This design comes from an exercise in tuning for small area and a short achievable clock period on the open sky130 flow, not from production work. In this exercise RTL edits were held to simulation tests only and were not proved equivalent to the original. Power and IR drop assume default switching activity.

--- flow/design.v ---
module custom_isa_extensions (
    input wire clk,
    input wire resetn,
    input wire is_custom_instruction,
    input wire is_vconv_instruction,
    input wire is_relu_instruction,
    input wire is_madd_instruction,
    input wire is_gemm_instruction,
    input wire [31:0] rs1_data,
    input wire [31:0] rs2_data,
    input wire [31:0] rs3_data,
    input wire instruction_valid,
    output reg instruction_ready,
    output wire [31:0] result_data,
    input wire [31:0] mem_addr,
    input wire [31:0] mem_wdata,
    output reg [31:0] mem_rdata,
    input wire [3:0] mem_wstrb,
    input wire mem_valid,
    output wire mem_ready,
    input wire mem_we
);
    reg s_idle, s_dec, s_vc, s_relu, s_madd, s_gemm, s_comp;
    reg [7:0] mst;               
    reg [4:0] cnt;               
    reg [31:0] temp;
    reg vph;                     
    reg fresh_v, fresh_g;        
    reg [15:0] vr [0:7];         
    reg [15:0] gr [0:15];        
    reg [15:0] xr, yr;           
    reg [15:0] x3r;              
    reg [15:0] sr, cr;           
    reg [15:0] ar;               
    reg [15:0] hh;               
    reg [15:0] hd;               
    reg bm;                      
    reg tacc;                    
    reg pend_v, pend_g;          
    reg show;                    
    reg m67;                     
    wire vc_last   = s_vc   & (cnt[3:0] == 4'd15);
    wire relu_last = s_relu & (cnt[1:0] == 2'd3);
    wire madd_last = mst[7];
    wire gemm_last = s_gemm & (cnt == 5'd31);
    wire go        = instruction_valid & is_custom_instruction;
    wire nbm       = ~bm;
    wire bm_n      = mst[2] | mst[3] | mst[4] | mst[5];   
    always @(posedge clk) begin
        if (!resetn) begin
            s_idle <= 1'b1;
            s_dec  <= 1'b0;
            s_vc   <= 1'b0;
            s_relu <= 1'b0;
            s_madd <= 1'b0;
            s_gemm <= 1'b0;
            s_comp <= 1'b0;
            mst    <= 8'd0;
        end else begin
            s_idle <= (s_idle & ~go) | s_comp |
                      (s_dec & ~(is_vconv_instruction | is_relu_instruction |
                                 is_madd_instruction | is_gemm_instruction));
            s_dec  <= s_idle & go;
            s_vc   <= (s_dec & is_vconv_instruction) | (s_vc & ~vc_last);
            s_relu <= (s_dec & ~is_vconv_instruction & is_relu_instruction) |
                      (s_relu & ~relu_last);
            s_madd <= (s_dec & ~is_vconv_instruction & ~is_relu_instruction &
                       is_madd_instruction) | (s_madd & ~madd_last);
            mst    <= {mst[6:0], s_dec & ~is_vconv_instruction &
                       ~is_relu_instruction & is_madd_instruction};
            s_gemm <= (s_dec & ~is_vconv_instruction & ~is_relu_instruction &
                       ~is_madd_instruction & is_gemm_instruction) |
                      (s_gemm & ~gemm_last);
            s_comp <= vc_last | relu_last | madd_last | gemm_last;
        end
    end
    always @(posedge clk) begin
        if (!resetn || !(s_vc | s_relu | s_gemm))
            cnt <= 5'd0;
        else
            cnt <= cnt + 5'd1;
    end
    always @(posedge clk) begin
        if (!resetn) begin
            bm   <= 1'b0;
            tacc <= 1'b0;
            m67  <= 1'b0;
        end else begin
            bm   <= bm_n;
            tacc <= (s_vc & (cnt[3:0] >= 4'd7) & (cnt[3:0] <= 4'd13)) |
                    (s_gemm & (cnt >= 5'd15) & (cnt <= 5'd29)) |
                    (s_comp & (pend_v | pend_g)) |
                    mst[4] | mst[5] | mst[6];
            m67  <= mst[5] | mst[6];
        end
    end
    wire use_p = (s_vc & ~vph & ~cnt[3]) | (s_gemm & ~cnt[4]);
    reg [15:0] xn, yn;
    always @(*) begin
        if (mst[0]) begin
            xn = rs1_data[15:0];
            yn = rs2_data[31:16];
        end else if (mst[1]) begin
            xn = temp[31:16];
            yn = temp[15:0];
        end else if (mst[2]) begin
            xn = {temp[23:16], temp[31:24]};
            yn = {temp[7:0], temp[15:8]};
        end else if (mst[3] | mst[5]) begin
            xn = {xr[7:0], xr[15:8]};
            yn = {yr[7:0], yr[15:8]};
        end else if (mst[4]) begin
            xn = xr;
            yn = {yr[7:0], yr[15:8]};
        end else begin
            xn = rs1_data[15:0];
            yn = use_p ? rs2_data[15:0] : 16'd0;
        end
    end
    wire [15:0] x3i = rs1_data[15:0] + {rs1_data[14:0], 1'b0};
    wire [15:0] x3t = temp[31:16] + {temp[30:16], 1'b0};
    wire [7:0]  xb  = mst[2]            ? temp[31:24] :
                      (mst[3] | mst[5]) ? xr[15:8] : xr[7:0];
    wire [9:0]  x3b = {2'd0, xb} + {1'b0, xb, 1'b0};
    wire [15:0] x3g = mst[1] ? x3t : {6'd0, x3b};
    always @(posedge clk) begin
        xr  <= xn;
        yr  <= yn;
        x3r <= (mst[1] | mst[2] | mst[3] | mst[4] | mst[5]) ? x3g : x3i;
    end
    wire [15:0] cs_s, cs_c;
    wire cs_x0 = xr[0];
    wire cs_x1 = xr[1];
    wire cs_x2 = xr[2];
    wire cs_x3 = xr[3];
    wire cs_x4 = xr[4];
    wire cs_x5 = xr[5];
    wire cs_x6 = xr[6];
    wire cs_x7 = xr[7];
    wire cs_x8 = xr[8] & nbm;
    wire cs_x9 = xr[9] & nbm;
    wire cs_x10 = xr[10] & nbm;
    wire cs_x11 = xr[11] & nbm;
    wire cs_x12 = xr[12] & nbm;
    wire cs_x13 = xr[13] & nbm;
    wire cs_x14 = xr[14] & nbm;
    wire cs_x15 = xr[15] & nbm;
    wire cs_d0a = ~yr[1] & yr[0];
    wire cs_d0b = yr[1] & ~yr[0];
    wire cs_d0c = yr[1] & yr[0];
    wire cs_d1a = ~yr[3] & yr[2];
    wire cs_d1b = yr[3] & ~yr[2];
    wire cs_d1c = yr[3] & yr[2];
    wire cs_d2a = ~yr[5] & yr[4];
    wire cs_d2b = yr[5] & ~yr[4];
    wire cs_d2c = yr[5] & yr[4];
    wire cs_d3a = ~yr[7] & yr[6];
    wire cs_d3b = yr[7] & ~yr[6];
    wire cs_d3c = yr[7] & yr[6];
    wire cs_d4a = ~yr[9] & yr[8] & nbm;
    wire cs_d4b = yr[9] & ~yr[8] & nbm;
    wire cs_d4c = yr[9] & yr[8] & nbm;
    wire cs_d5a = ~yr[11] & yr[10] & nbm;
    wire cs_d5b = yr[11] & ~yr[10] & nbm;
    wire cs_d5c = yr[11] & yr[10] & nbm;
    wire cs_d6a = ~yr[13] & yr[12] & nbm;
    wire cs_d6b = yr[13] & ~yr[12] & nbm;
    wire cs_d6c = yr[13] & yr[12] & nbm;
    wire cs_d7a = ~yr[15] & yr[14] & nbm;
    wire cs_d7b = yr[15] & ~yr[14] & nbm;
    wire cs_d7c = yr[15] & yr[14] & nbm;
    wire cs_p0_0 = (cs_d0a & cs_x0) | (cs_d0c & x3r[0]);
    wire cs_p0_1 = (cs_d0a & cs_x1) | (cs_d0c & x3r[1]) | (cs_d0b & cs_x0);
    wire cs_p0_2 = (cs_d0a & cs_x2) | (cs_d0c & x3r[2]) | (cs_d0b & cs_x1);
    wire cs_p0_3 = (cs_d0a & cs_x3) | (cs_d0c & x3r[3]) | (cs_d0b & cs_x2);
    wire cs_p0_4 = (cs_d0a & cs_x4) | (cs_d0c & x3r[4]) | (cs_d0b & cs_x3);
    wire cs_p0_5 = (cs_d0a & cs_x5) | (cs_d0c & x3r[5]) | (cs_d0b & cs_x4);
    wire cs_p0_6 = (cs_d0a & cs_x6) | (cs_d0c & x3r[6]) | (cs_d0b & cs_x5);
    wire cs_p0_7 = (cs_d0a & cs_x7) | (cs_d0c & x3r[7]) | (cs_d0b & cs_x6);
    wire cs_p0_8 = (cs_d0a & cs_x8) | (cs_d0c & x3r[8]) | (cs_d0b & cs_x7);
    wire cs_p0_9 = (cs_d0a & cs_x9) | (cs_d0c & x3r[9]) | (cs_d0b & cs_x8);
    wire cs_p0_10 = (cs_d0a & cs_x10) | (cs_d0c & x3r[10]) | (cs_d0b & cs_x9);
    wire cs_p0_11 = (cs_d0a & cs_x11) | (cs_d0c & x3r[11]) | (cs_d0b & cs_x10);
    wire cs_p0_12 = (cs_d0a & cs_x12) | (cs_d0c & x3r[12]) | (cs_d0b & cs_x11);
    wire cs_p0_13 = (cs_d0a & cs_x13) | (cs_d0c & x3r[13]) | (cs_d0b & cs_x12);
    wire cs_p0_14 = (cs_d0a & cs_x14) | (cs_d0c & x3r[14]) | (cs_d0b & cs_x13);
    wire cs_p0_15 = (cs_d0a & cs_x15) | (cs_d0c & x3r[15]) | (cs_d0b & cs_x14);
    wire cs_p1_0 = (cs_d1a & cs_x0) | (cs_d1c & x3r[0]);
    wire cs_p1_1 = (cs_d1a & cs_x1) | (cs_d1c & x3r[1]) | (cs_d1b & cs_x0);
    wire cs_p1_2 = (cs_d1a & cs_x2) | (cs_d1c & x3r[2]) | (cs_d1b & cs_x1);
    wire cs_p1_3 = (cs_d1a & cs_x3) | (cs_d1c & x3r[3]) | (cs_d1b & cs_x2);
    wire cs_p1_4 = (cs_d1a & cs_x4) | (cs_d1c & x3r[4]) | (cs_d1b & cs_x3);
    wire cs_p1_5 = (cs_d1a & cs_x5) | (cs_d1c & x3r[5]) | (cs_d1b & cs_x4);
    wire cs_p1_6 = (cs_d1a & cs_x6) | (cs_d1c & x3r[6]) | (cs_d1b & cs_x5);
    wire cs_p1_7 = (cs_d1a & cs_x7) | (cs_d1c & x3r[7]) | (cs_d1b & cs_x6);
    wire cs_p1_8 = (cs_d1a & cs_x8) | (cs_d1c & x3r[8]) | (cs_d1b & cs_x7);
    wire cs_p1_9 = (cs_d1a & cs_x9) | (cs_d1c & x3r[9]) | (cs_d1b & cs_x8);
    wire cs_p1_10 = (cs_d1a & cs_x10) | (cs_d1c & x3r[10]) | (cs_d1b & cs_x9);
    wire cs_p1_11 = (cs_d1a & cs_x11) | (cs_d1c & x3r[11]) | (cs_d1b & cs_x10);
    wire cs_p1_12 = (cs_d1a & cs_x12) | (cs_d1c & x3r[12]) | (cs_d1b & cs_x11);
    wire cs_p1_13 = (cs_d1a & cs_x13) | (cs_d1c & x3r[13]) | (cs_d1b & cs_x12);
    wire cs_p2_0 = (cs_d2a & cs_x0) | (cs_d2c & x3r[0]);
    wire cs_p2_1 = (cs_d2a & cs_x1) | (cs_d2c & x3r[1]) | (cs_d2b & cs_x0);
    wire cs_p2_2 = (cs_d2a & cs_x2) | (cs_d2c & x3r[2]) | (cs_d2b & cs_x1);
    wire cs_p2_3 = (cs_d2a & cs_x3) | (cs_d2c & x3r[3]) | (cs_d2b & cs_x2);
    wire cs_p2_4 = (cs_d2a & cs_x4) | (cs_d2c & x3r[4]) | (cs_d2b & cs_x3);
    wire cs_p2_5 = (cs_d2a & cs_x5) | (cs_d2c & x3r[5]) | (cs_d2b & cs_x4);
    wire cs_p2_6 = (cs_d2a & cs_x6) | (cs_d2c & x3r[6]) | (cs_d2b & cs_x5);
    wire cs_p2_7 = (cs_d2a & cs_x7) | (cs_d2c & x3r[7]) | (cs_d2b & cs_x6);
    wire cs_p2_8 = (cs_d2a & cs_x8) | (cs_d2c & x3r[8]) | (cs_d2b & cs_x7);
    wire cs_p2_9 = (cs_d2a & cs_x9) | (cs_d2c & x3r[9]) | (cs_d2b & cs_x8);
    wire cs_p2_10 = (cs_d2a & cs_x10) | (cs_d2c & x3r[10]) | (cs_d2b & cs_x9);
    wire cs_p2_11 = (cs_d2a & cs_x11) | (cs_d2c & x3r[11]) | (cs_d2b & cs_x10);
    wire cs_p3_0 = (cs_d3a & cs_x0) | (cs_d3c & x3r[0]);
    wire cs_p3_1 = (cs_d3a & cs_x1) | (cs_d3c & x3r[1]) | (cs_d3b & cs_x0);
    wire cs_p3_2 = (cs_d3a & cs_x2) | (cs_d3c & x3r[2]) | (cs_d3b & cs_x1);
    wire cs_p3_3 = (cs_d3a & cs_x3) | (cs_d3c & x3r[3]) | (cs_d3b & cs_x2);
    wire cs_p3_4 = (cs_d3a & cs_x4) | (cs_d3c & x3r[4]) | (cs_d3b & cs_x3);
    wire cs_p3_5 = (cs_d3a & cs_x5) | (cs_d3c & x3r[5]) | (cs_d3b & cs_x4);
    wire cs_p3_6 = (cs_d3a & cs_x6) | (cs_d3c & x3r[6]) | (cs_d3b & cs_x5);
    wire cs_p3_7 = (cs_d3a & cs_x7) | (cs_d3c & x3r[7]) | (cs_d3b & cs_x6);
    wire cs_p3_8 = (cs_d3a & cs_x8) | (cs_d3c & x3r[8]) | (cs_d3b & cs_x7);
    wire cs_p3_9 = (cs_d3a & cs_x9) | (cs_d3c & x3r[9]) | (cs_d3b & cs_x8);
    wire cs_p4_0 = (cs_d4a & cs_x0) | (cs_d4c & x3r[0]);
    wire cs_p4_1 = (cs_d4a & cs_x1) | (cs_d4c & x3r[1]) | (cs_d4b & cs_x0);
    wire cs_p4_2 = (cs_d4a & cs_x2) | (cs_d4c & x3r[2]) | (cs_d4b & cs_x1);
    wire cs_p4_3 = (cs_d4a & cs_x3) | (cs_d4c & x3r[3]) | (cs_d4b & cs_x2);
    wire cs_p4_4 = (cs_d4a & cs_x4) | (cs_d4c & x3r[4]) | (cs_d4b & cs_x3);
    wire cs_p4_5 = (cs_d4a & cs_x5) | (cs_d4c & x3r[5]) | (cs_d4b & cs_x4);
    wire cs_p4_6 = (cs_d4a & cs_x6) | (cs_d4c & x3r[6]) | (cs_d4b & cs_x5);
    wire cs_p4_7 = (cs_d4a & cs_x7) | (cs_d4c & x3r[7]) | (cs_d4b & cs_x6);
    wire cs_p5_0 = (cs_d5a & cs_x0) | (cs_d5c & x3r[0]);
    wire cs_p5_1 = (cs_d5a & cs_x1) | (cs_d5c & x3r[1]) | (cs_d5b & cs_x0);
    wire cs_p5_2 = (cs_d5a & cs_x2) | (cs_d5c & x3r[2]) | (cs_d5b & cs_x1);
    wire cs_p5_3 = (cs_d5a & cs_x3) | (cs_d5c & x3r[3]) | (cs_d5b & cs_x2);
    wire cs_p5_4 = (cs_d5a & cs_x4) | (cs_d5c & x3r[4]) | (cs_d5b & cs_x3);
    wire cs_p5_5 = (cs_d5a & cs_x5) | (cs_d5c & x3r[5]) | (cs_d5b & cs_x4);
    wire cs_p6_0 = (cs_d6a & cs_x0) | (cs_d6c & x3r[0]);
    wire cs_p6_1 = (cs_d6a & cs_x1) | (cs_d6c & x3r[1]) | (cs_d6b & cs_x0);
    wire cs_p6_2 = (cs_d6a & cs_x2) | (cs_d6c & x3r[2]) | (cs_d6b & cs_x1);
    wire cs_p6_3 = (cs_d6a & cs_x3) | (cs_d6c & x3r[3]) | (cs_d6b & cs_x2);
    wire cs_p7_0 = (cs_d7a & cs_x0) | (cs_d7c & x3r[0]);
    wire cs_p7_1 = (cs_d7a & cs_x1) | (cs_d7c & x3r[1]) | (cs_d7b & cs_x0);
    wire cs_s0 = cs_p0_12 ^ cs_p1_10;
    wire cs_c0 = cs_p0_12 & cs_p1_10;
    wire cs_s1 = cs_p0_13 ^ cs_p1_11 ^ cs_p2_9;
    wire cs_c1 = (cs_p0_13 & cs_p1_11) | (cs_p0_13 & cs_p2_9) | (cs_p1_11 & cs_p2_9);
    wire cs_s2 = cs_p0_14 ^ cs_p1_12 ^ cs_p2_10;
    wire cs_c2 = (cs_p0_14 & cs_p1_12) | (cs_p0_14 & cs_p2_10) | (cs_p1_12 & cs_p2_10);
    wire cs_s3 = cs_p3_8 ^ cs_p4_6;
    wire cs_c3 = cs_p3_8 & cs_p4_6;
    wire cs_s4 = cs_p0_15 ^ cs_p1_13 ^ cs_p2_11;
    wire cs_s5 = cs_p3_9 ^ cs_p4_7 ^ cs_p5_5;
    wire cs_s6 = cs_p0_8 ^ cs_p1_6;
    wire cs_c6 = cs_p0_8 & cs_p1_6;
    wire cs_s7 = cs_p0_9 ^ cs_p1_7 ^ cs_p2_5;
    wire cs_c7 = (cs_p0_9 & cs_p1_7) | (cs_p0_9 & cs_p2_5) | (cs_p1_7 & cs_p2_5);
    wire cs_s8 = cs_p0_10 ^ cs_p1_8 ^ cs_p2_6;
    wire cs_c8 = (cs_p0_10 & cs_p1_8) | (cs_p0_10 & cs_p2_6) | (cs_p1_8 & cs_p2_6);
    wire cs_s9 = cs_p3_4 ^ cs_p4_2;
    wire cs_c9 = cs_p3_4 & cs_p4_2;
    wire cs_s10 = cs_p0_11 ^ cs_p1_9 ^ cs_p2_7;
    wire cs_c10 = (cs_p0_11 & cs_p1_9) | (cs_p0_11 & cs_p2_7) | (cs_p1_9 & cs_p2_7);
    wire cs_s11 = cs_p3_5 ^ cs_p4_3 ^ cs_p5_1;
    wire cs_c11 = (cs_p3_5 & cs_p4_3) | (cs_p3_5 & cs_p5_1) | (cs_p4_3 & cs_p5_1);
    wire cs_s12 = cs_s0 ^ cs_p2_8 ^ cs_p3_6;
    wire cs_c12 = (cs_s0 & cs_p2_8) | (cs_s0 & cs_p3_6) | (cs_p2_8 & cs_p3_6);
    wire cs_s13 = cs_p4_4 ^ cs_p5_2 ^ cs_p6_0;
    wire cs_c13 = (cs_p4_4 & cs_p5_2) | (cs_p4_4 & cs_p6_0) | (cs_p5_2 & cs_p6_0);
    wire cs_s14 = cs_c0 ^ cs_s1 ^ cs_p3_7;
    wire cs_c14 = (cs_c0 & cs_s1) | (cs_c0 & cs_p3_7) | (cs_s1 & cs_p3_7);
    wire cs_s15 = cs_p4_5 ^ cs_p5_3 ^ cs_p6_1;
    wire cs_c15 = (cs_p4_5 & cs_p5_3) | (cs_p4_5 & cs_p6_1) | (cs_p5_3 & cs_p6_1);
    wire cs_s16 = cs_c1 ^ cs_s2 ^ cs_s3;
    wire cs_c16 = (cs_c1 & cs_s2) | (cs_c1 & cs_s3) | (cs_s2 & cs_s3);
    wire cs_s17 = cs_p5_4 ^ cs_p6_2 ^ cs_p7_0;
    wire cs_c17 = (cs_p5_4 & cs_p6_2) | (cs_p5_4 & cs_p7_0) | (cs_p6_2 & cs_p7_0);
    wire cs_s18 = cs_c2 ^ cs_c3 ^ cs_s4;
    wire cs_s19 = cs_s5 ^ cs_p6_3 ^ cs_p7_1;
    wire cs_s20 = cs_p0_6 ^ cs_p1_4;
    wire cs_c20 = cs_p0_6 & cs_p1_4;
    wire cs_s21 = cs_p0_7 ^ cs_p1_5 ^ cs_p2_3;
    wire cs_c21 = (cs_p0_7 & cs_p1_5) | (cs_p0_7 & cs_p2_3) | (cs_p1_5 & cs_p2_3);
    wire cs_s22 = cs_s6 ^ cs_p2_4 ^ cs_p3_2;
    wire cs_c22 = (cs_s6 & cs_p2_4) | (cs_s6 & cs_p3_2) | (cs_p2_4 & cs_p3_2);
    wire cs_s23 = cs_c6 ^ cs_s7 ^ cs_p3_3;
    wire cs_c23 = (cs_c6 & cs_s7) | (cs_c6 & cs_p3_3) | (cs_s7 & cs_p3_3);
    wire cs_s24 = cs_c7 ^ cs_s8 ^ cs_s9;
    wire cs_c24 = (cs_c7 & cs_s8) | (cs_c7 & cs_s9) | (cs_s8 & cs_s9);
    wire cs_s25 = cs_c8 ^ cs_c9 ^ cs_s10;
    wire cs_c25 = (cs_c8 & cs_c9) | (cs_c8 & cs_s10) | (cs_c9 & cs_s10);
    wire cs_s26 = cs_c10 ^ cs_c11 ^ cs_s12;
    wire cs_c26 = (cs_c10 & cs_c11) | (cs_c10 & cs_s12) | (cs_c11 & cs_s12);
    wire cs_s27 = cs_c12 ^ cs_c13 ^ cs_s14;
    wire cs_c27 = (cs_c12 & cs_c13) | (cs_c12 & cs_s14) | (cs_c13 & cs_s14);
    wire cs_s28 = cs_c14 ^ cs_c15 ^ cs_s16;
    wire cs_c28 = (cs_c14 & cs_c15) | (cs_c14 & cs_s16) | (cs_c15 & cs_s16);
    wire cs_s29 = cs_c16 ^ cs_c17 ^ cs_s18;
    wire cs_s30 = cs_p0_4 ^ cs_p1_2;
    wire cs_c30 = cs_p0_4 & cs_p1_2;
    wire cs_s31 = cs_p0_5 ^ cs_p1_3 ^ cs_p2_1;
    wire cs_c31 = (cs_p0_5 & cs_p1_3) | (cs_p0_5 & cs_p2_1) | (cs_p1_3 & cs_p2_1);
    wire cs_s32 = cs_s20 ^ cs_p2_2 ^ cs_p3_0;
    wire cs_c32 = (cs_s20 & cs_p2_2) | (cs_s20 & cs_p3_0) | (cs_p2_2 & cs_p3_0);
    wire cs_s33 = cs_c20 ^ cs_s21 ^ cs_p3_1;
    wire cs_c33 = (cs_c20 & cs_s21) | (cs_c20 & cs_p3_1) | (cs_s21 & cs_p3_1);
    wire cs_s34 = cs_c21 ^ cs_s22 ^ cs_p4_0;
    wire cs_c34 = (cs_c21 & cs_s22) | (cs_c21 & cs_p4_0) | (cs_s22 & cs_p4_0);
    wire cs_s35 = cs_c22 ^ cs_s23 ^ cs_p4_1;
    wire cs_c35 = (cs_c22 & cs_s23) | (cs_c22 & cs_p4_1) | (cs_s23 & cs_p4_1);
    wire cs_s36 = cs_c23 ^ cs_s24 ^ cs_p5_0;
    wire cs_c36 = (cs_c23 & cs_s24) | (cs_c23 & cs_p5_0) | (cs_s24 & cs_p5_0);
    wire cs_s37 = cs_c24 ^ cs_s25 ^ cs_s11;
    wire cs_c37 = (cs_c24 & cs_s25) | (cs_c24 & cs_s11) | (cs_s25 & cs_s11);
    wire cs_s38 = cs_c25 ^ cs_s26 ^ cs_s13;
    wire cs_c38 = (cs_c25 & cs_s26) | (cs_c25 & cs_s13) | (cs_s26 & cs_s13);
    wire cs_s39 = cs_c26 ^ cs_s27 ^ cs_s15;
    wire cs_c39 = (cs_c26 & cs_s27) | (cs_c26 & cs_s15) | (cs_s27 & cs_s15);
    wire cs_s40 = cs_c27 ^ cs_s28 ^ cs_s17;
    wire cs_c40 = (cs_c27 & cs_s28) | (cs_c27 & cs_s17) | (cs_s28 & cs_s17);
    wire cs_s41 = cs_c28 ^ cs_s29 ^ cs_s19;
    assign cs_s[0] = cs_p0_0;
    assign cs_c[0] = 1'b0;
    assign cs_s[1] = cs_p0_1;
    assign cs_c[1] = 1'b0;
    assign cs_s[2] = cs_p0_2;
    assign cs_c[2] = cs_p1_0;
    assign cs_s[3] = cs_p0_3;
    assign cs_c[3] = cs_p1_1;
    assign cs_s[4] = cs_s30;
    assign cs_c[4] = cs_p2_0;
    assign cs_s[5] = cs_c30;
    assign cs_c[5] = cs_s31;
    assign cs_s[6] = cs_c31;
    assign cs_c[6] = cs_s32;
    assign cs_s[7] = cs_c32;
    assign cs_c[7] = cs_s33;
    assign cs_s[8] = cs_c33;
    assign cs_c[8] = cs_s34;
    assign cs_s[9] = cs_c34;
    assign cs_c[9] = cs_s35;
    assign cs_s[10] = cs_c35;
    assign cs_c[10] = cs_s36;
    assign cs_s[11] = cs_c36;
    assign cs_c[11] = cs_s37;
    assign cs_s[12] = cs_c37;
    assign cs_c[12] = cs_s38;
    assign cs_s[13] = cs_c38;
    assign cs_c[13] = cs_s39;
    assign cs_s[14] = cs_c39;
    assign cs_c[14] = cs_s40;
    assign cs_s[15] = cs_c40;
    assign cs_c[15] = cs_s41;
    always @(posedge clk) begin
        sr <= cs_s;
        cr <= cs_c;
    end
    wire [15:0] p16 = ar + sr + cr;
    always @(posedge clk) begin
        if (s_dec)
            ar <= is_vconv_instruction ? (fresh_v ? 16'd0 : vr[6])
                                       : (fresh_g ? 16'd0 : gr[14]);
        else if (s_vc)
            ar <= fresh_v ? 16'd0 : vr[7];
        else if (s_gemm)
            ar <= fresh_g ? 16'd0 : gr[15];
        else if (mst[1])
            ar <= 16'd0;
        else if (mst[2] | mst[3])
            ar <= p16;
    end
    integer i;
    always @(posedge clk) begin
        if (s_vc) begin
            for (i = 0; i < 7; i = i + 1)
                vr[i] <= vr[i + 1];
            vr[7] <= vr[0];
            vr[5] <= p16;
        end
    end
    always @(posedge clk) begin
        if (s_gemm) begin
            for (i = 0; i < 15; i = i + 1)
                gr[i] <= gr[i + 1];
            gr[15] <= gr[0];
            gr[13] <= p16;
        end
    end
    always @(posedge clk) begin
        if (!resetn) begin
            vph <= 1'b0;
            fresh_v <= 1'b1;
            fresh_g <= 1'b1;
        end else begin
            if (vc_last)
                vph <= ~vph;
            if (s_vc & (cnt[3:0] == 4'd8))
                fresh_v <= 1'b0;
            if (s_gemm & (cnt == 5'd16))
                fresh_g <= 1'b0;
        end
    end
    always @(posedge clk) begin
        if (s_vc & (cnt[3:0] >= 4'd7) & (cnt[3:0] <= 4'd13))
            hd <= vr[1];
        else if (s_gemm & (cnt >= 5'd15) & (cnt <= 5'd29))
            hd <= gr[1];
        else if (s_comp & pend_v)
            hd <= vr[7];
        else if (s_comp & pend_g)
            hd <= gr[15];
        else
            hd <= 16'd0;
    end
    always @(posedge clk)
        hh <= mst[4] ? p16 : 16'd0;
    wire m5 = mst[5];
    wire [31:0] tx = {hh, hd} | {8'd0, sr & {16{m67}}, 8'd0} |
                     {16'd0, sr & {16{m5}}};
    wire [31:0] ty = {8'd0, cr & {16{m67}}, 8'd0} | {16'd0, cr & {16{m5}}};
    wire [31:0] t3s = temp ^ tx ^ ty;
    wire [31:0] t3c = (temp & tx) | (temp & ty) | (tx & ty);
    wire [31:0] tsum = t3s + {t3c[30:0], 1'b0};
    always @(posedge clk) begin
        if (!resetn)
            temp <= 32'd0;
        else if (tacc)
            temp <= tsum;
        else if (s_relu & (cnt[1:0] == 2'd0))
            temp <= rs1_data[31] ? 32'd0 : rs1_data;
        else if (mst[0])
            temp <= {rs1_data[31:16], rs2_data[15:0]};
        else if (mst[1])
            temp <= {xr, temp[15:0]};
        else if (mst[4])
            temp <= rs3_data;
    end
    always @(posedge clk) begin
        if (!resetn)
            instruction_ready <= 1'b0;
        else if (s_idle | s_comp)
            instruction_ready <= 1'b1;
        else if (s_dec)
            instruction_ready <= 1'b0;
    end
    always @(posedge clk) begin
        if (!resetn) begin
            show   <= 1'b0;
            pend_v <= 1'b0;
            pend_g <= 1'b0;
        end else begin
            show   <= (s_relu & cnt[1]) | vc_last | gemm_last | madd_last | s_comp;
            pend_v <= vc_last;
            pend_g <= gemm_last;
        end
    end
    assign result_data = temp & {32{show}};
    always @(posedge clk) begin
        if (!resetn)
            mem_rdata <= 32'd0;
        else if (mem_valid && !mem_we)
            mem_rdata <= {mem_addr[7:0], mem_addr[15:8], mem_addr[23:16], mem_addr[31:24]};
    end
    assign mem_ready = 1'b1;
endmodule
--- flow/flow/run.sh ---
#!/bin/bash
# Standard layout, with a larger setup repair margin (the SDC and its period are
# unchanged) and regular buffers instead of delay buffers on the ports.
set -euo pipefail
MARGIN=$(cat flow/margin.txt)
bash standard.sh "SETUP_SLACK_MARGIN=$MARGIN" \
  "BUFFER_PORTS_ARGS=-buffer_cell sky130_fd_sc_hd__buf_2" finish > standard_flow.log 2>&1
--- flow/flow/margin.txt ---
6.0
--- flow/standard.sh ---
#!/bin/bash
# synth_recipe.tcl (not shown) runs the flow's synth.tcl, then flattens the netlist and writes it again
# the make line also repeats each setting of config.mk as NAME=value (left out here)
make -C /OpenROAD-flow-scripts/flow DESIGN_CONFIG=/design/flow/config.mk WORK_HOME=/design/flow/orfs CLKGATE_MAP_FILE= SYNTH_SCRIPT=/design/flow/synth_recipe.tcl "${@:-finish}"
--- flow/config.mk ---
export PLATFORM = sky130hd
export DESIGN_NAME = custom_isa_extensions
export DESIGN_NICKNAME = custom_isa_extensions
export VERILOG_FILES = /design/flow/design.v
export SDC_FILE = /design/flow/constraint.sdc
export NUM_CORES = 4
export LEC_CHECK = 0
export ABC_CLOCK_PERIOD_IN_PS = 3000
export CAP_MARGIN = 20
export CORE_MARGIN = 2
export CORE_UTILIZATION = 65
export CTS_CLUSTER_DIAMETER = 80
export CTS_CLUSTER_SIZE = 30
export SETUP_SLACK_MARGIN = 5
export SLEW_MARGIN = 20
export TNS_END_PERCENT = 100
--- flow/constraint.sdc ---
create_clock -name core_clock -period 9.0 [get_ports {clk}]
set_input_delay 1.8000 -clock core_clock [delete_from_list [all_inputs] [get_ports {clk}]]
set_output_delay 1.8000 -clock core_clock [all_outputs]
set_load 0.01 [all_outputs]
==> results of run 1 <==
[what timing repair did]
item | in CTS | in global routing
buffers inserted | 67 | 31
endpoints found under the setup margin | 114 | 110
pin swaps | 59 | 66
gates cloned | 5 | 2
hold buffers | 0 | 0
resized for setup | 244 | 109
[path summary, 6_finish.rpt]
path / slack [ns] / depth (start not counted) / endpoint
max: 5.40 / 15 / temp[17]
max reg2reg: 5.40 / 15 / temp[17]
min: 0.41 / 0 / vr[2][9]
min reg2reg: 0.41 / 0 / vr[2][9]
[through the flow]
step           area (µm²)  util (%)  setup slack (ns)  std cells
2_1_floorplan       29200         -              5.32       2454
3_3_place_gp        30600      69.5              4.62       3143
3_5_place_dp        30600      69.5              4.62       3143
4_1_cts             33300      75.9              5.48       3269
5_1_grt             34100      77.7              5.27       3305
6_report            34100      77.7              5.40       3305
[logic make-up (layout without fill, tap and decap cells)]
logic type               after synthesis  count (layout)  synth area share [%]
AND/OR/NAND/NOR                      599             599                  9.63
AO/OA/AOI/OAI                        669             669                  15.8
multiplexers                          79              79                  3.04
XOR/XNOR                              75              75                  2.28
buffers and inverters                255             514                  3.39
other                                  1               1                0.0130
flip-flops                           603             603                  56.5
adder cells (fa/ha/maj)              173             173                  9.36
[state kept, by name, indices dropped and copies added (netlist names), 5 cells and up]
register and count:
cnt 5, yr 16, mst 8, xr 16
hd 16, sr 16, temp 32, gr 256
hh 16, vr 128, mem_rdata 32, ar 16
cr 14, x3r 16
[area by class of cell]
type                            instances  area [µm²]  share of cell area, %
Clock buffer                           42         774                   2.27
Clock inverter                         12         229                  0.671
Inverter                              121         462                   1.35
Multi-Input combinational cell       1596       12900                   37.8
Sequential cell                       603       16300                   47.8
Tap cell                              592         741                   2.17
Timing Repair Buffer                  339        2710                   7.93
[placed cells by master (no fill, tap or decap), types with 17 or more instances in the layout]
cell type and instances:
buf_12 17, xnor2_1 33, nand3_1 20, clkbuf_16 31
xor2_1 23, mux2_2 66, buf_6 47, a221oi_1 27
a22oi_1 75, a222oi_1 17, buf_2 166, buf_4 98
nand2_1 266, nand2b_1 22, ha_1 82, edfxtp_1 416
o21ai_1 53, a211oi_1 26, and2_1 22, nor2_1 91
and2_4 33, dfxtp_1 148, o21ai_0 58, nor3_1 32
a22o_1 56, a21o_1 28, a21oi_2 24, fa_1 59
inv_1 107, a21oi_1 152, dfxtp_2 30
[where the power goes]
group,internal [W],switching (W)
logic,0.000303,0.000428
clock network,0.000662,0.000953
registers,0.00303,0.0000995
[per-layer routing]
layer / share of wire, % / global-route usage, % / vias to the layer above
li1: - / - / 9478
met1: 37 / 49.2 / 10689
met2: 45 / 57.0 / 1470
met3: 13 / 9.96 / 308
met4: 5.4 / 16.9 / 0
met5: 0 / 0 / -
[worst max-delay path, cell delays in order (launching register included)]
cell,delay (ns)
dfxtp_4,0.38
buf_12,0.15
buf_4,0.15
a21oi_4,0.16
fa_1,0.46
buf_4,0.15
buf_4,0.13
fa_2,0.36
nand2b_4,0.17
a21oi_4,0.18
o21ai_4,0.10
a21oi_4,0.28
o31a_1,0.19
nor3_1,0.05
nand3b_1,0.24
a221oi_2,0.32
[synth_stat cells (13+ instances only)]
cell / number / share of area, %
nand2_1: 276 / 3.6
and2_1: 55 / 1.2
a21o_1: 30 / 0.78
and3_1: 13 / 0.28
nor3_1: 35 / 0.61
a221oi_1: 37 / 1.1
o21ai_1: 36 / 0.63
xnor2_1: 46 / 1.4
or2_2: 13 / 0.28
fa_1: 70 / 4.9
mux2i_1: 13 / 0.45
inv_1: 119 / 1.6
nor2b_1: 26 / 0.57
a222oi_1: 17 / 0.59
a21oi_1: 183 / 3.2
ha_1: 103 / 4.5
edfxtp_1: 416 / 43
xor2_1: 29 / 0.88
o21ai_0: 87 / 1.5
nor2_1: 100 / 1.3
o21a_1: 13 / 0.34
clkbuf_1: 110 / 1.4
a22o_1: 56 / 1.7
dfxtp_1: 187 / 13
nand2b_1: 25 / 0.54
a22oi_1: 88 / 2.3
a211oi_1: 30 / 0.78
mux2_2: 65 / 2.5
nand3_1: 20 / 0.35
==> results_dict.tcl, run 1 <==
set metrics [dict create \
    r2r_start "mst[5]" \
    antenna_cells 0 \
    routed_wl_mm 87.7 \
    crit_path_max_fanout 15 \
    dp_hpwl_mm 58.0 \
    grt_max_degree 90 \
    ys_ff_latch 603 \
    grt_pass1_wl_mm 128 \
    startpoint "mst[5]" \
    synth_cells 2454 \
    outcome "finished clean" \
    holdWs_ns 0.412 \
    drtIter0Drc 3292 \
    fill_cells 2761 \
    area_delta_synth_final_pct 18.7 \
    hold_viol 0 \
    worst_slew_pin_slew_ns 1.02 \
    min_path_type "reg2reg" \
    ctsLongestPathBuffers 3 \
    syn_nets 2801 \
    yosys_most_used_dff "edfxtp_1" \
    crit_type "reg2reg" \
    die_x_um 214 \
    cts-root-buf "clkbuf_16" \
    rsz0062_at_grt "yes" \
    cts_tree "done" \
    grtUsageTotal_pct 36.9 \
    ioPinCount 240 \
    nets 3037 \
    vias 21945 \
    num_rows 77 \
    avgViaCountPerCell 6.64 \
    path_clk_slew_ns 0.11 \
    relSlewSlack_pct 31.7 \
    htreeDepth 1 \
    place_congestion 1.02 \
    p_per_area_mw_per_mm2 160 \
    cp_data_arrival_time_ns 4.13 \
    cp-end-kind "flip-flop" \
    ys_seq_area_share_pct 56.5 \
    drc 0 \
    dieHeight_um 214 \
    grt_pass1_vias 20916 \
    wl_per_cell_um 26.5 \
    grt_antenna_before_repair 3 \
    drive_gt1_share_pct 27.4 \
    ys_types 78 \
    cts_buffers 29 \
    maxSlewViolCount 0 \
    grt-ovfl-total 0 \
    required_ns 9.53 \
    critPathLaunchType "flip-flop" \
    antenna_left 0 \
    finalSetupViolations 0 \
    synthArstFlopShare_pct 0 \
    fin_crit_ns 3.60 \
    yosysWarnings 3 \
    place.port_buffers 202 \
    hp-start "vr[3][9]" \
    power_w 0.00548 \
    synth_area_per_cell_um2 11.7 \
    timing.fmax_mhz 278 \
    start_util_pct 65.4 \
    core_mm2 0.0439 \
    firstDrtPassIters 9 \
    drv_cap 0 \
    clk_latency_ns 0.64 \
    final.setup_skew_ns 0.0257 \
    cts.sinks 603 \
    dieArea_mm2 0.0459 \
    synth_edf_count 416 \
    p_leak_nw 13.0 \
    vdd_drop_max_mv 0.167 \
    period_share_pct 40.0 \
    fin_tns_setup_ns 0 \
    syn_area_mm2 0.0287 \
]
==> run 2, diff against run 1 <==
--- a/flow/design.v
+++ b/flow/design.v
@@ -32,7 +32,6 @@
     reg [15:0] x3r;              
     reg [15:0] sr, cr;           
     reg [15:0] ar;               
-    reg [15:0] hh;               
     reg [15:0] hd;               
     reg bm;                      
     reg tacc;                    
@@ -110,7 +109,7 @@
             xn = {xr[7:0], xr[15:8]};
             yn = {yr[7:0], yr[15:8]};
         end else if (mst[4]) begin
-            xn = xr;
+            xn = temp[31:16];            
             yn = {yr[7:0], yr[15:8]};
         end else begin
             xn = rs1_data[15:0];
@@ -120,7 +119,7 @@
     wire [15:0] x3i = rs1_data[15:0] + {rs1_data[14:0], 1'b0};
     wire [15:0] x3t = temp[31:16] + {temp[30:16], 1'b0};
     wire [7:0]  xb  = mst[2]            ? temp[31:24] :
-                      (mst[3] | mst[5]) ? xr[15:8] : xr[7:0];
+                      (mst[3] | mst[5]) ? xr[15:8] : temp[23:16];
     wire [9:0]  x3b = {2'd0, xb} + {1'b0, xb, 1'b0};
     wire [15:0] x3g = mst[1] ? x3t : {6'd0, x3b};
     always @(posedge clk) begin
@@ -249,76 +248,72 @@
     wire cs_c2 = (cs_p0_14 & cs_p1_12) | (cs_p0_14 & cs_p2_10) | (cs_p1_12 & cs_p2_10);
     wire cs_s3 = cs_p3_8 ^ cs_p4_6;
     wire cs_c3 = cs_p3_8 & cs_p4_6;
-    wire cs_s4 = cs_p0_15 ^ cs_p1_13 ^ cs_p2_11;
-    wire cs_s5 = cs_p3_9 ^ cs_p4_7 ^ cs_p5_5;
-    wire cs_s6 = cs_p0_8 ^ cs_p1_6;
-    wire cs_c6 = cs_p0_8 & cs_p1_6;
-    wire cs_s7 = cs_p0_9 ^ cs_p1_7 ^ cs_p2_5;
-    wire cs_c7 = (cs_p0_9 & cs_p1_7) | (cs_p0_9 & cs_p2_5) | (cs_p1_7 & cs_p2_5);
-    wire cs_s8 = cs_p0_10 ^ cs_p1_8 ^ cs_p2_6;
-    wire cs_c8 = (cs_p0_10 & cs_p1_8) | (cs_p0_10 & cs_p2_6) | (cs_p1_8 & cs_p2_6);
-    wire cs_s9 = cs_p3_4 ^ cs_p4_2;
-    wire cs_c9 = cs_p3_4 & cs_p4_2;
-    wire cs_s10 = cs_p0_11 ^ cs_p1_9 ^ cs_p2_7;
-    wire cs_c10 = (cs_p0_11 & cs_p1_9) | (cs_p0_11 & cs_p2_7) | (cs_p1_9 & cs_p2_7);
-    wire cs_s11 = cs_p3_5 ^ cs_p4_3 ^ cs_p5_1;
-    wire cs_c11 = (cs_p3_5 & cs_p4_3) | (cs_p3_5 & cs_p5_1) | (cs_p4_3 & cs_p5_1);
-    wire cs_s12 = cs_s0 ^ cs_p2_8 ^ cs_p3_6;
-    wire cs_c12 = (cs_s0 & cs_p2_8) | (cs_s0 & cs_p3_6) | (cs_p2_8 & cs_p3_6);
-    wire cs_s13 = cs_p4_4 ^ cs_p5_2 ^ cs_p6_0;
-    wire cs_c13 = (cs_p4_4 & cs_p5_2) | (cs_p4_4 & cs_p6_0) | (cs_p5_2 & cs_p6_0);
-    wire cs_s14 = cs_c0 ^ cs_s1 ^ cs_p3_7;
-    wire cs_c14 = (cs_c0 & cs_s1) | (cs_c0 & cs_p3_7) | (cs_s1 & cs_p3_7);
-    wire cs_s15 = cs_p4_5 ^ cs_p5_3 ^ cs_p6_1;
-    wire cs_c15 = (cs_p4_5 & cs_p5_3) | (cs_p4_5 & cs_p6_1) | (cs_p5_3 & cs_p6_1);
-    wire cs_s16 = cs_c1 ^ cs_s2 ^ cs_s3;
-    wire cs_c16 = (cs_c1 & cs_s2) | (cs_c1 & cs_s3) | (cs_s2 & cs_s3);
-    wire cs_s17 = cs_p5_4 ^ cs_p6_2 ^ cs_p7_0;
-    wire cs_c17 = (cs_p5_4 & cs_p6_2) | (cs_p5_4 & cs_p7_0) | (cs_p6_2 & cs_p7_0);
-    wire cs_s18 = cs_c2 ^ cs_c3 ^ cs_s4;
-    wire cs_s19 = cs_s5 ^ cs_p6_3 ^ cs_p7_1;
-    wire cs_s20 = cs_p0_6 ^ cs_p1_4;
-    wire cs_c20 = cs_p0_6 & cs_p1_4;
-    wire cs_s21 = cs_p0_7 ^ cs_p1_5 ^ cs_p2_3;
-    wire cs_c21 = (cs_p0_7 & cs_p1_5) | (cs_p0_7 & cs_p2_3) | (cs_p1_5 & cs_p2_3);
-    wire cs_s22 = cs_s6 ^ cs_p2_4 ^ cs_p3_2;
-    wire cs_c22 = (cs_s6 & cs_p2_4) | (cs_s6 & cs_p3_2) | (cs_p2_4 & cs_p3_2);
-    wire cs_s23 = cs_c6 ^ cs_s7 ^ cs_p3_3;
-    wire cs_c23 = (cs_c6 & cs_s7) | (cs_c6 & cs_p3_3) | (cs_s7 & cs_p3_3);
-    wire cs_s24 = cs_c7 ^ cs_s8 ^ cs_s9;
-    wire cs_c24 = (cs_c7 & cs_s8) | (cs_c7 & cs_s9) | (cs_s8 & cs_s9);
-    wire cs_s25 = cs_c8 ^ cs_c9 ^ cs_s10;
-    wire cs_c25 = (cs_c8 & cs_c9) | (cs_c8 & cs_s10) | (cs_c9 & cs_s10);
-    wire cs_s26 = cs_c10 ^ cs_c11 ^ cs_s12;
-    wire cs_c26 = (cs_c10 & cs_c11) | (cs_c10 & cs_s12) | (cs_c11 & cs_s12);
-    wire cs_s27 = cs_c12 ^ cs_c13 ^ cs_s14;
-    wire cs_c27 = (cs_c12 & cs_c13) | (cs_c12 & cs_s14) | (cs_c13 & cs_s14);
-    wire cs_s28 = cs_c14 ^ cs_c15 ^ cs_s16;
-    wire cs_c28 = (cs_c14 & cs_c15) | (cs_c14 & cs_s16) | (cs_c15 & cs_s16);
-    wire cs_s29 = cs_c16 ^ cs_c17 ^ cs_s18;
-    wire cs_s30 = cs_p0_4 ^ cs_p1_2;
-    wire cs_c30 = cs_p0_4 & cs_p1_2;
-    wire cs_s31 = cs_p0_5 ^ cs_p1_3 ^ cs_p2_1;
-    wire cs_c31 = (cs_p0_5 & cs_p1_3) | (cs_p0_5 & cs_p2_1) | (cs_p1_3 & cs_p2_1);
-    wire cs_s32 = cs_s20 ^ cs_p2_2 ^ cs_p3_0;
-    wire cs_c32 = (cs_s20 & cs_p2_2) | (cs_s20 & cs_p3_0) | (cs_p2_2 & cs_p3_0);
-    wire cs_s33 = cs_c20 ^ cs_s21 ^ cs_p3_1;
-    wire cs_c33 = (cs_c20 & cs_s21) | (cs_c20 & cs_p3_1) | (cs_s21 & cs_p3_1);
-    wire cs_s34 = cs_c21 ^ cs_s22 ^ cs_p4_0;
-    wire cs_c34 = (cs_c21 & cs_s22) | (cs_c21 & cs_p4_0) | (cs_s22 & cs_p4_0);
-    wire cs_s35 = cs_c22 ^ cs_s23 ^ cs_p4_1;
-    wire cs_c35 = (cs_c22 & cs_s23) | (cs_c22 & cs_p4_1) | (cs_s23 & cs_p4_1);
-    wire cs_s36 = cs_c23 ^ cs_s24 ^ cs_p5_0;
-    wire cs_c36 = (cs_c23 & cs_s24) | (cs_c23 & cs_p5_0) | (cs_s24 & cs_p5_0);
-    wire cs_s37 = cs_c24 ^ cs_s25 ^ cs_s11;
-    wire cs_c37 = (cs_c24 & cs_s25) | (cs_c24 & cs_s11) | (cs_s25 & cs_s11);
-    wire cs_s38 = cs_c25 ^ cs_s26 ^ cs_s13;
-    wire cs_c38 = (cs_c25 & cs_s26) | (cs_c25 & cs_s13) | (cs_s26 & cs_s13);
-    wire cs_s39 = cs_c26 ^ cs_s27 ^ cs_s15;
-    wire cs_c39 = (cs_c26 & cs_s27) | (cs_c26 & cs_s15) | (cs_s27 & cs_s15);
-    wire cs_s40 = cs_c27 ^ cs_s28 ^ cs_s17;
-    wire cs_c40 = (cs_c27 & cs_s28) | (cs_c27 & cs_s17) | (cs_s28 & cs_s17);
-    wire cs_s41 = cs_c28 ^ cs_s29 ^ cs_s19;
+    wire cs_s4 = cs_p0_8 ^ cs_p1_6;
+    wire cs_c4 = cs_p0_8 & cs_p1_6;
+    wire cs_s5 = cs_p0_9 ^ cs_p1_7 ^ cs_p2_5;
+    wire cs_c5 = (cs_p0_9 & cs_p1_7) | (cs_p0_9 & cs_p2_5) | (cs_p1_7 & cs_p2_5);
+    wire cs_s6 = cs_p0_10 ^ cs_p1_8 ^ cs_p2_6;
+    wire cs_c6 = (cs_p0_10 & cs_p1_8) | (cs_p0_10 & cs_p2_6) | (cs_p1_8 & cs_p2_6);
+    wire cs_s7 = cs_p3_4 ^ cs_p4_2;
+    wire cs_c7 = cs_p3_4 & cs_p4_2;
+    wire cs_s8 = cs_p0_11 ^ cs_p1_9 ^ cs_p2_7;
+    wire cs_c8 = (cs_p0_11 & cs_p1_9) | (cs_p0_11 & cs_p2_7) | (cs_p1_9 & cs_p2_7);
+    wire cs_s9 = cs_p3_5 ^ cs_p4_3 ^ cs_p5_1;
+    wire cs_c9 = (cs_p3_5 & cs_p4_3) | (cs_p3_5 & cs_p5_1) | (cs_p4_3 & cs_p5_1);
+    wire cs_s10 = cs_s0 ^ cs_p2_8 ^ cs_p3_6;
+    wire cs_c10 = (cs_s0 & cs_p2_8) | (cs_s0 & cs_p3_6) | (cs_p2_8 & cs_p3_6);
+    wire cs_s11 = cs_p4_4 ^ cs_p5_2 ^ cs_p6_0;
+    wire cs_c11 = (cs_p4_4 & cs_p5_2) | (cs_p4_4 & cs_p6_0) | (cs_p5_2 & cs_p6_0);
+    wire cs_s12 = cs_c0 ^ cs_s1 ^ cs_p3_7;
+    wire cs_c12 = (cs_c0 & cs_s1) | (cs_c0 & cs_p3_7) | (cs_s1 & cs_p3_7);
+    wire cs_s13 = cs_p4_5 ^ cs_p5_3 ^ cs_p6_1;
+    wire cs_c13 = (cs_p4_5 & cs_p5_3) | (cs_p4_5 & cs_p6_1) | (cs_p5_3 & cs_p6_1);
+    wire cs_s14 = cs_c1 ^ cs_s2 ^ cs_s3;
+    wire cs_c14 = (cs_c1 & cs_s2) | (cs_c1 & cs_s3) | (cs_s2 & cs_s3);
+    wire cs_s15 = cs_p5_4 ^ cs_p6_2 ^ cs_p7_0;
+    wire cs_c15 = (cs_p5_4 & cs_p6_2) | (cs_p5_4 & cs_p7_0) | (cs_p6_2 & cs_p7_0);
+    wire cs_s16 = cs_p0_6 ^ cs_p1_4;
+    wire cs_c16 = cs_p0_6 & cs_p1_4;
+    wire cs_s17 = cs_p0_7 ^ cs_p1_5 ^ cs_p2_3;
+    wire cs_c17 = (cs_p0_7 & cs_p1_5) | (cs_p0_7 & cs_p2_3) | (cs_p1_5 & cs_p2_3);
+    wire cs_s18 = cs_s4 ^ cs_p2_4 ^ cs_p3_2;
+    wire cs_c18 = (cs_s4 & cs_p2_4) | (cs_s4 & cs_p3_2) | (cs_p2_4 & cs_p3_2);
+    wire cs_s19 = cs_c4 ^ cs_s5 ^ cs_p3_3;
+    wire cs_c19 = (cs_c4 & cs_s5) | (cs_c4 & cs_p3_3) | (cs_s5 & cs_p3_3);
+    wire cs_s20 = cs_c5 ^ cs_s6 ^ cs_s7;
+    wire cs_c20 = (cs_c5 & cs_s6) | (cs_c5 & cs_s7) | (cs_s6 & cs_s7);
+    wire cs_s21 = cs_c6 ^ cs_c7 ^ cs_s8;
+    wire cs_c21 = (cs_c6 & cs_c7) | (cs_c6 & cs_s8) | (cs_c7 & cs_s8);
+    wire cs_s22 = cs_c8 ^ cs_c9 ^ cs_s10;
+    wire cs_c22 = (cs_c8 & cs_c9) | (cs_c8 & cs_s10) | (cs_c9 & cs_s10);
+    wire cs_s23 = cs_c10 ^ cs_c11 ^ cs_s12;
+    wire cs_c23 = (cs_c10 & cs_c11) | (cs_c10 & cs_s12) | (cs_c11 & cs_s12);
+    wire cs_s24 = cs_c12 ^ cs_c13 ^ cs_s14;
+    wire cs_c24 = (cs_c12 & cs_c13) | (cs_c12 & cs_s14) | (cs_c13 & cs_s14);
+    wire cs_s25 = cs_p0_4 ^ cs_p1_2;
+    wire cs_c25 = cs_p0_4 & cs_p1_2;
+    wire cs_s26 = cs_p0_5 ^ cs_p1_3 ^ cs_p2_1;
+    wire cs_c26 = (cs_p0_5 & cs_p1_3) | (cs_p0_5 & cs_p2_1) | (cs_p1_3 & cs_p2_1);
+    wire cs_s27 = cs_s16 ^ cs_p2_2 ^ cs_p3_0;
+    wire cs_c27 = (cs_s16 & cs_p2_2) | (cs_s16 & cs_p3_0) | (cs_p2_2 & cs_p3_0);
+    wire cs_s28 = cs_c16 ^ cs_s17 ^ cs_p3_1;
+    wire cs_c28 = (cs_c16 & cs_s17) | (cs_c16 & cs_p3_1) | (cs_s17 & cs_p3_1);
+    wire cs_s29 = cs_c17 ^ cs_s18 ^ cs_p4_0;
+    wire cs_c29 = (cs_c17 & cs_s18) | (cs_c17 & cs_p4_0) | (cs_s18 & cs_p4_0);
+    wire cs_s30 = cs_c18 ^ cs_s19 ^ cs_p4_1;
+    wire cs_c30 = (cs_c18 & cs_s19) | (cs_c18 & cs_p4_1) | (cs_s19 & cs_p4_1);
+    wire cs_s31 = cs_c19 ^ cs_s20 ^ cs_p5_0;
+    wire cs_c31 = (cs_c19 & cs_s20) | (cs_c19 & cs_p5_0) | (cs_s20 & cs_p5_0);
+    wire cs_s32 = cs_c20 ^ cs_s21 ^ cs_s9;
+    wire cs_c32 = (cs_c20 & cs_s21) | (cs_c20 & cs_s9) | (cs_s21 & cs_s9);
+    wire cs_s33 = cs_c21 ^ cs_s22 ^ cs_s11;
+    wire cs_c33 = (cs_c21 & cs_s22) | (cs_c21 & cs_s11) | (cs_s22 & cs_s11);
+    wire cs_s34 = cs_c22 ^ cs_s23 ^ cs_s13;
+    wire cs_c34 = (cs_c22 & cs_s23) | (cs_c22 & cs_s13) | (cs_s23 & cs_s13);
+    wire cs_s35 = cs_c23 ^ cs_s24 ^ cs_s15;
+    wire cs_c35 = (cs_c23 & cs_s24) | (cs_c23 & cs_s15) | (cs_s24 & cs_s15);
+    assign cs_s[15] = cs_p0_15 ^ cs_p1_13 ^ cs_p2_11 ^ cs_p3_9 ^ cs_p4_7 ^ cs_p5_5 ^ cs_p6_3 ^ cs_p7_1;
+    assign cs_c[15] = cs_c35 ^ cs_c24 ^ cs_c14 ^ cs_c15 ^ cs_c2 ^ cs_c3;
     assign cs_s[0] = cs_p0_0;
     assign cs_c[0] = 1'b0;
     assign cs_s[1] = cs_p0_1;
@@ -327,30 +322,28 @@
     assign cs_c[2] = cs_p1_0;
     assign cs_s[3] = cs_p0_3;
     assign cs_c[3] = cs_p1_1;
-    assign cs_s[4] = cs_s30;
+    assign cs_s[4] = cs_s25;
     assign cs_c[4] = cs_p2_0;
-    assign cs_s[5] = cs_c30;
-    assign cs_c[5] = cs_s31;
-    assign cs_s[6] = cs_c31;
-    assign cs_c[6] = cs_s32;
-    assign cs_s[7] = cs_c32;
-    assign cs_c[7] = cs_s33;
-    assign cs_s[8] = cs_c33;
-    assign cs_c[8] = cs_s34;
-    assign cs_s[9] = cs_c34;
-    assign cs_c[9] = cs_s35;
-    assign cs_s[10] = cs_c35;
-    assign cs_c[10] = cs_s36;
-    assign cs_s[11] = cs_c36;
-    assign cs_c[11] = cs_s37;
-    assign cs_s[12] = cs_c37;
-    assign cs_c[12] = cs_s38;
-    assign cs_s[13] = cs_c38;
-    assign cs_c[13] = cs_s39;
-    assign cs_s[14] = cs_c39;
-    assign cs_c[14] = cs_s40;
-    assign cs_s[15] = cs_c40;
-    assign cs_c[15] = cs_s41;
+    assign cs_s[5] = cs_c25;
+    assign cs_c[5] = cs_s26;
+    assign cs_s[6] = cs_c26;
+    assign cs_c[6] = cs_s27;
+    assign cs_s[7] = cs_c27;
+    assign cs_c[7] = cs_s28;
+    assign cs_s[8] = cs_c28;
+    assign cs_c[8] = cs_s29;
+    assign cs_s[9] = cs_c29;
+    assign cs_c[9] = cs_s30;
+    assign cs_s[10] = cs_c30;
+    assign cs_c[10] = cs_s31;
+    assign cs_s[11] = cs_c31;
+    assign cs_c[11] = cs_s32;
+    assign cs_s[12] = cs_c32;
+    assign cs_c[12] = cs_s33;
+    assign cs_s[13] = cs_c33;
+    assign cs_c[13] = cs_s34;
+    assign cs_s[14] = cs_c34;
+    assign cs_c[14] = cs_s35;
     always @(posedge clk) begin
         sr <= cs_s;
         cr <= cs_c;
@@ -366,7 +359,7 @@
             ar <= fresh_g ? 16'd0 : gr[15];
         else if (mst[1])
             ar <= 16'd0;
-        else if (mst[2] | mst[3])
+        else                             
             ar <= p16;
     end
     integer i;
@@ -412,10 +405,8 @@
         else
             hd <= 16'd0;
     end
-    always @(posedge clk)
-        hh <= mst[4] ? p16 : 16'd0;
     wire m5 = mst[5];
-    wire [31:0] tx = {hh, hd} | {8'd0, sr & {16{m67}}, 8'd0} |
+    wire [31:0] tx = {ar & {16{m5}}, hd} | {8'd0, sr & {16{m67}}, 8'd0} |
                      {16'd0, sr & {16{m5}}};
     wire [31:0] ty = {8'd0, cr & {16{m67}}, 8'd0} | {16'd0, cr & {16{m5}}};
     wire [31:0] t3s = temp ^ tx ^ ty;
==> flow/flow/margin.txt (replaced) <==
5.8
==> flow/config.mk (replaced) <==
export PLATFORM = sky130hd
export DESIGN_NAME = custom_isa_extensions
export DESIGN_NICKNAME = custom_isa_extensions
export VERILOG_FILES = /design/flow/design.v
export SDC_FILE = /design/flow/constraint.sdc
export NUM_CORES = 4
export LEC_CHECK = 0
export CAP_MARGIN = 20
export CORE_MARGIN = 2
export CORE_UTILIZATION = 60
export CTS_CLUSTER_DIAMETER = 80
export CTS_CLUSTER_SIZE = 28
export SETUP_SLACK_MARGIN = 5
export SLEW_MARGIN = 20
export TNS_END_PERCENT = 100
==> results_dict.tcl, run 2 <==
set metrics [dict create \
    outcome "finished clean" \
    finalSetupViolations 0 \
    avgViaCountPerCell 6.37 \
    grt_max_degree 204 \
    ioPinCount 240 \
    cts.sinks 587 \
    cts_buffers 31 \
    vdd_drop_max_mv 0.248 \
    grt-ovfl-total 0 \
    antenna_left 0 \
    cts-root-buf "clkbuf_16" \
    fin_cells 3322 \
    place.port_buffers 202 \
    timing.fmax_mhz 299 \
    ys_ff_latch 587 \
    clock_power_share_pct 29.8 \
    synth_area_leader_cell "edfxtp_1" \
    p_sw_share_pct 28.0 \
    place_congestion 1.01 \
    p_leak_nw 12.9 \
    synthTopCellsByArea "edfxtp_1, dfxtp_1, fa_1, ha_1, nand2_1" \
    r2r_cells 13 \
    final_common_cell "edfxtp_1" \
    synth_area_per_cell_um2 11.4 \
    yosys.cell_count.top_type "edfxtp_1" \
    die_x_um 222 \
    dp_hpwl_mm 56.6 \
    period_share_pct 37.2 \
    worst_slew_pin_slew_ns 1.12 \
    num_rows 79 \
    dp_cells 3189 \
    final_cell_mix "edfxtp_1, nand2_1, dfxtp_1, buf_2, a21oi_1" \
    min_path_type "reg2reg" \
    clk_latency_ns 0.65 \
    core_mm2 0.0468 \
    r2r_slack_ns 5.67 \
    relSlewSlack_pct 25.4 \
    reg_top3 "gr (256), vr (128)" \
    cts_tree "done" \
    intPower_w 0.00402 \
    hp-start "gr[9][3]" \
    critPathLaunchType "flip-flop" \
    ys_types 78 \
    power_w 0.00558 \
    drtIter0Drc 2323 \
    r2r_end "temp[25]" \
    fin_tns_setup_ns 0 \
    crit_path_max_fanout 8 \
    fill_cells 3298 \
    holdPathStages 0 \
    syn_nets 2838 \
    yosysWarnings 3 \
    syn_area_mm2 0.0285 \
    final.setup_skew_ns 0.0300 \
    grtUsageTotal_pct 32.9 \
    drv_cap 0 \
    dieHeight_um 222 \
    start_util_pct 61.0 \
    nets 3036 \
    globalRouteMet2Util_pct 52.3 \
    wl_per_cell_um 25.2 \
    grt_use_met3_pct 6.00 \
    drc 0 \
    cp-end-kind "output pin" \
    ctsLongestPathBuffers 3 \
    p_sw_w 0.00156 \
    crit_type "reg2out" \
    p_per_area_mw_per_mm2 167 \
    largest_register "gr" \
    firstDrtPassIters 6 \
    netlist.area_leader.share_pct 40.4 \
    htreeDepth 1 \
    grt_antenna_before_repair 1 \
    cp_data_arrival_time_ns 1.55 \
    routed_wl_mm 83.8 \
    power_frac_comb_pct 14.6 \
    met1_usage_pct 43.8 \
    hold_viol 0 \
    grt_pass1_vias 20191 \
    largest_reg_flops 256 \
    r2r_start "mst[5]" \
    seq_power_share_pct 55.7 \
    area_delta_synth_final_pct 16.9 \
    busiest_layer "met2" \
    drive_gt1_share_pct 23.9 \
    whs_endpoint "gr[8][3]" \
    path_clk_slew_ns 0.11 \
    yosys_most_used_dff "edfxtp_1" \
    synth_cells 2491 \
    dieArea_mm2 0.0493 \
    grt_pass1_wl_mm 123 \
    synthArstFlopShare_pct 0 \
    vias 21151 \
    yosys-top-cells-count "edfxtp_1, nand2_1, dfxtp_1" \
    cts_hold_buffers 0 \
    ys_seq_area_share_pct 54.7 \
    synth_edf_count 384 \
    rsz0062_at_grt "yes" \
    required_ns 7.20 \
    fin_crit_ns 3.35 \
    maxSlewViolCount 0 \
]
[run 2: area by class of cell]
class	instances	area, µm²	area share (%)
clock buffers	44	825	2.47
multi-input cells	1652	13000	38.9
clock inverters	14	240	0.720
flip-flops and latches	587	15700	47.0
inverters	101	382	1.14
repair buffers	316	2470	7.42
diodes	1	2.50	0.00750
well taps	607	759	2.28
[run 2: cells by family (layout without fill, tap and decap cells)]
logic type | after synthesis | after routing | share of synthesized area [%]
xor gates and xnor gates | 71 | 71 | 2.18
DFF | 587 | 587 | 54.7
and+or+nand+nor | 587 | 587 | 9.73
buffers and inverters | 252 | 475 | 3.45
adders and majority gates | 173 | 173 | 9.43
other | 1 | 2 | 0.0131
AOI/OAI and AO/OA | 722 | 722 | 16.8
muxes | 98 | 98 | 3.67
[run 2: critical path, cell delays in order, from the launching register on]
cell	delay, ns
dfxtp_4	0.46
clkbuf_16	0.20
and2_4	0.15
buf_6	0.10
[run 2: how the worst max path moves through the flow]
stage,slack (ns),from,cells after the start,to
2_1_floorplan,5.46,rs1_data[6],7,x3r[14]
3_3_place_gp,4.74,yr[4],10,cr[15]
3_5_place_dp,4.67,yr[4],10,cr[15]
4_1_cts,5.65,yr[9],11,cr[15]
5_1_grt,5.55,mst[5],11,temp[28]
6_report,5.65,show,3,result_data[14]
[run 2: through the flow]
stage               setup WS (ns)  util (%)  hold WS (ns)  cell area [µm²]
floorplan                    5.46         -         0.400            28700
global placement             4.74      64.4         0.401            30100
detailed placement           4.67      64.4         0.405            30100
CTS                          5.65      68.8         0.411            32200
global route                 5.55      71.3         0.423            33300
finish                       5.65      71.3         0.409            33300
[run 2: routing by layer]
layer  routed length, µm  vias to the layer above  part of all wire, %
met3                6700                      229                  8.0
li1                    -                     9544                    -
met4                5010                        0                  6.0
met2               38200                     1018                   46
met1               33800                    10360                   40
met5                   0                        -                    0
[run 2: what timing repair did]
action	in CTS	in global routing
pin swaps	23	66
buffers inserted	31	33
resized for setup	159	172
cloned	5	5
setup endpoints to repair	84	81
[run 2: power by group through the flow]
stage,combinational (W),clock [W],sequential (W)
2_1_floorplan,0.000466,0,0.00310
3_3_place_gp,0.000703,0,0.00316
3_5_place_dp,0.000719,0,0.00316
4_1_cts,0.000758,0.00168,0.00310
5_1_grt,0.000873,0.00177,0.00311
6_report,0.000813,0.00166,0.00311
==> run 3, diff against run 2 <==
==> flow/flow/margin.txt (replaced) <==
6.0
==> results_dict.tcl, run 3 <==
set metrics [dict create \
    start_util_pct 61.0 \
    avgViaCountPerCell 6.48 \
    synth_area_per_cell_um2 11.4 \
    worst_slew_pin_slew_ns 1.12 \
    synth_cells 2491 \
    grt-ovfl-total 0 \
    synthTopCellsByArea "edfxtp_1, dfxtp_1, fa_1, ha_1, nand2_1" \
    reg_top3 "gr (256), vr (128)" \
    vdd_drop_max_mv 0.188 \
    dieHeight_um 222 \
    cts.sinks 587 \
    grt_pass1_wl_mm 129 \
    globalRouteMet2Util_pct 54.4 \
    ys_ff_latch 587 \
    ys_seq_area_share_pct 54.7 \
    cts-root-buf "clkbuf_16" \
    syn_area_mm2 0.0285 \
    core_mm2 0.0468 \
    fin_crit_ns 3.43 \
    p_sw_share_pct 28.0 \
    layout_setup_ws_ns 5.57 \
    drive_gt1_share_pct 27.1 \
    syn_nets 2838 \
    grt_max_degree 87 \
    grt_antenna_before_repair 2 \
    ctsLongestPathBuffers 3 \
    maxSlewViolCount 0 \
    r2r_start "mst[5]" \
    power_frac_comb_pct 15.4 \
    intPower_w 0.00405 \
    clock_power_share_pct 29.2 \
    busiest_layer "met2" \
    hp-start "vr[2][4]" \
    crit_type "reg2out" \
    firstDrtPassIters 6 \
    num_rows 79 \
    ioPinCount 240 \
    drtIter0Drc 2797 \
    yosys.cell_count.top_type "edfxtp_1" \
    final_cell_mix "edfxtp_1, nand2_1, buf_2, dfxtp_1, a21oi_1" \
    largest_register "gr" \
    final_common_cell "edfxtp_1" \
    area_delta_synth_final_pct 19.0 \
    required_ns 7.20 \
    outcome "finished clean" \
    vias 21692 \
    die_x_um 222 \
    nets 3061 \
    place.port_buffers 202 \
    place_congestion 0.973 \
    r2r_cells 10 \
    drc 0 \
    final.setup_skew_ns 0.0317 \
    timing.fmax_mhz 292 \
    drv_cap 0 \
    htreeDepth 1 \
    cts_tree "done" \
    p_leak_nw 13.2 \
    netlist.area_leader.share_pct 40.4 \
    r2r_end "temp[28]" \
    clk_latency_ns 0.65 \
    fin_tns_setup_ns 0 \
    met1_usage_pct 48.9 \
    cts_buffers 30 \
    cp-end-kind "output pin" \
    synth_area_leader_cell "edfxtp_1" \
    routed_wl_mm 88.7 \
    yosysWarnings 3 \
    path_clk_slew_ns 0.10 \
    crit_path_max_fanout 4 \
    synthArstFlopShare_pct 0 \
]
==> run 3: changes by cell type in the layout (fill, tap and decap cells not counted), moves of 7 or more <==
cell	delta
inv_1	-7
o21ai_2	+8
xnor2_1	-7
dfxtp_2	+9
o21ai_0	-33
o21ai_1	+25
buf_4	+26
inv_2	+8
a21oi_1	-8
==> run 3: area by class of cell <==
class	count	area (µm²)	area share, %
sequential	587	15700	46.2
multi-input combinational	1652	13300	39.2
timing repair buffer	342	2740	8.08
clock buffer	43	810	2.39
tap	607	759	2.24
inverter	101	379	1.12
clock inverter	13	245	0.723
antenna	1	2.50	0.00738
==> run 3: worst max path at each step <==
| stage | start | end | slack [ns] |
|---|---|---|---|
| CTS | show | result_data[1] | 5.62 |
| detailed placement | yr[2] | cr[15] | 4.67 |
| global route | mst[5] | x3r[8] | 5.54 |
| global placement | yr[2] | cr[15] | 4.69 |
| floorplan | rs1_data[6] | x3r[14] | 5.46 |
| finish | show | result_data[1] | 5.57 |
==> run 3: repair_timing <==
item,in CTS,in global routing
setup endpoints to repair,106,175
pin swaps,71,72
hold buffers,0,0
buffers inserted,67,26
resized for setup,244,156
cloned,7,2
==> run 3: metal layers <==
layer | vias up | routed length, µm
li1 | 9601 | -
met1 | 10682 | 35900
met2 | 1173 | 40100
met3 | 236 | 8400
met5 | - | 0
met4 | 0 | 4200
==> run 3: cells by family (layout without fill, tap and decap cells) <==
logic type,count (synthesis),count (layout),synth area share (%)
AO/OA/AOI/OAI,722,722,16.8
buffers and inverters,252,499,3.45
multiplexers,98,98,3.67
other,1,2,0.0131
flip-flops,587,587,54.7
adder cells (fa/ha/maj),173,173,9.43
AND/OR/NAND/NOR,587,587,9.73
XOR/XNOR,71,71,2.18
==> run 3: critical path: stages (launching register included) <==
cell	delay, ns
dfxtp_4	0.44
buf_12	0.15
buf_12	0.12
and2_4	0.17
buf_6	0.10
==> run 3: power by group through the flow <==
| stage | sequential (W) | combinational, W | clock (W) |
|---|---|---|---|
| final | 0.00311 | 0.000869 | 0.00164 |
| after global placement | 0.00316 | 0.000736 | 0 |
| after floorplan | 0.00310 | 0.000472 | 0 |
| after detailed placement | 0.00317 | 0.000749 | 0 |
| after CTS | 0.00310 | 0.000825 | 0.00166 |
| after global routing | 0.00312 | 0.000930 | 0.00174 |
==> run 3: per-stage QoR <==
step                      util [%]  total power [W]  cell area (µm²)  std cells
after floorplan                  -          0.00357            28900       2491
after CTS                     70.5          0.00559            33000       3316
after global placement        64.7          0.00390            30200       3186
after global routing          72.6          0.00579            33900       3345
after detailed placement      64.7          0.00391            30200       3186
final                         72.6          0.00563            33900       3346

==> what the ideal ports hide <==
Ports are ideal in the flow. The routed layouts listed here were re-timed in OpenROAD.
Step 1 sets driving cells, clkbuf_16 on the clock port and buf_2 on the other inputs (assumed; they add their load-dependent delay and slew).
Step 2 also shifts input and output timing later by t, the mid clock arrival at the registers, as if the neighbouring blocks saw the same clock.
a / b / c = ideal ports / drivers / drivers and shift; a / b = the first two.
run	shift t [ns]	setup slack, ns
run 1	0.690	5.400 / 5.400 / 4.965
run 2	0.696	5.652 / 5.591 / 5.097
run 3	0.695	5.572 / 5.510 / 5.267
After both steps every run listed still meets setup and hold.
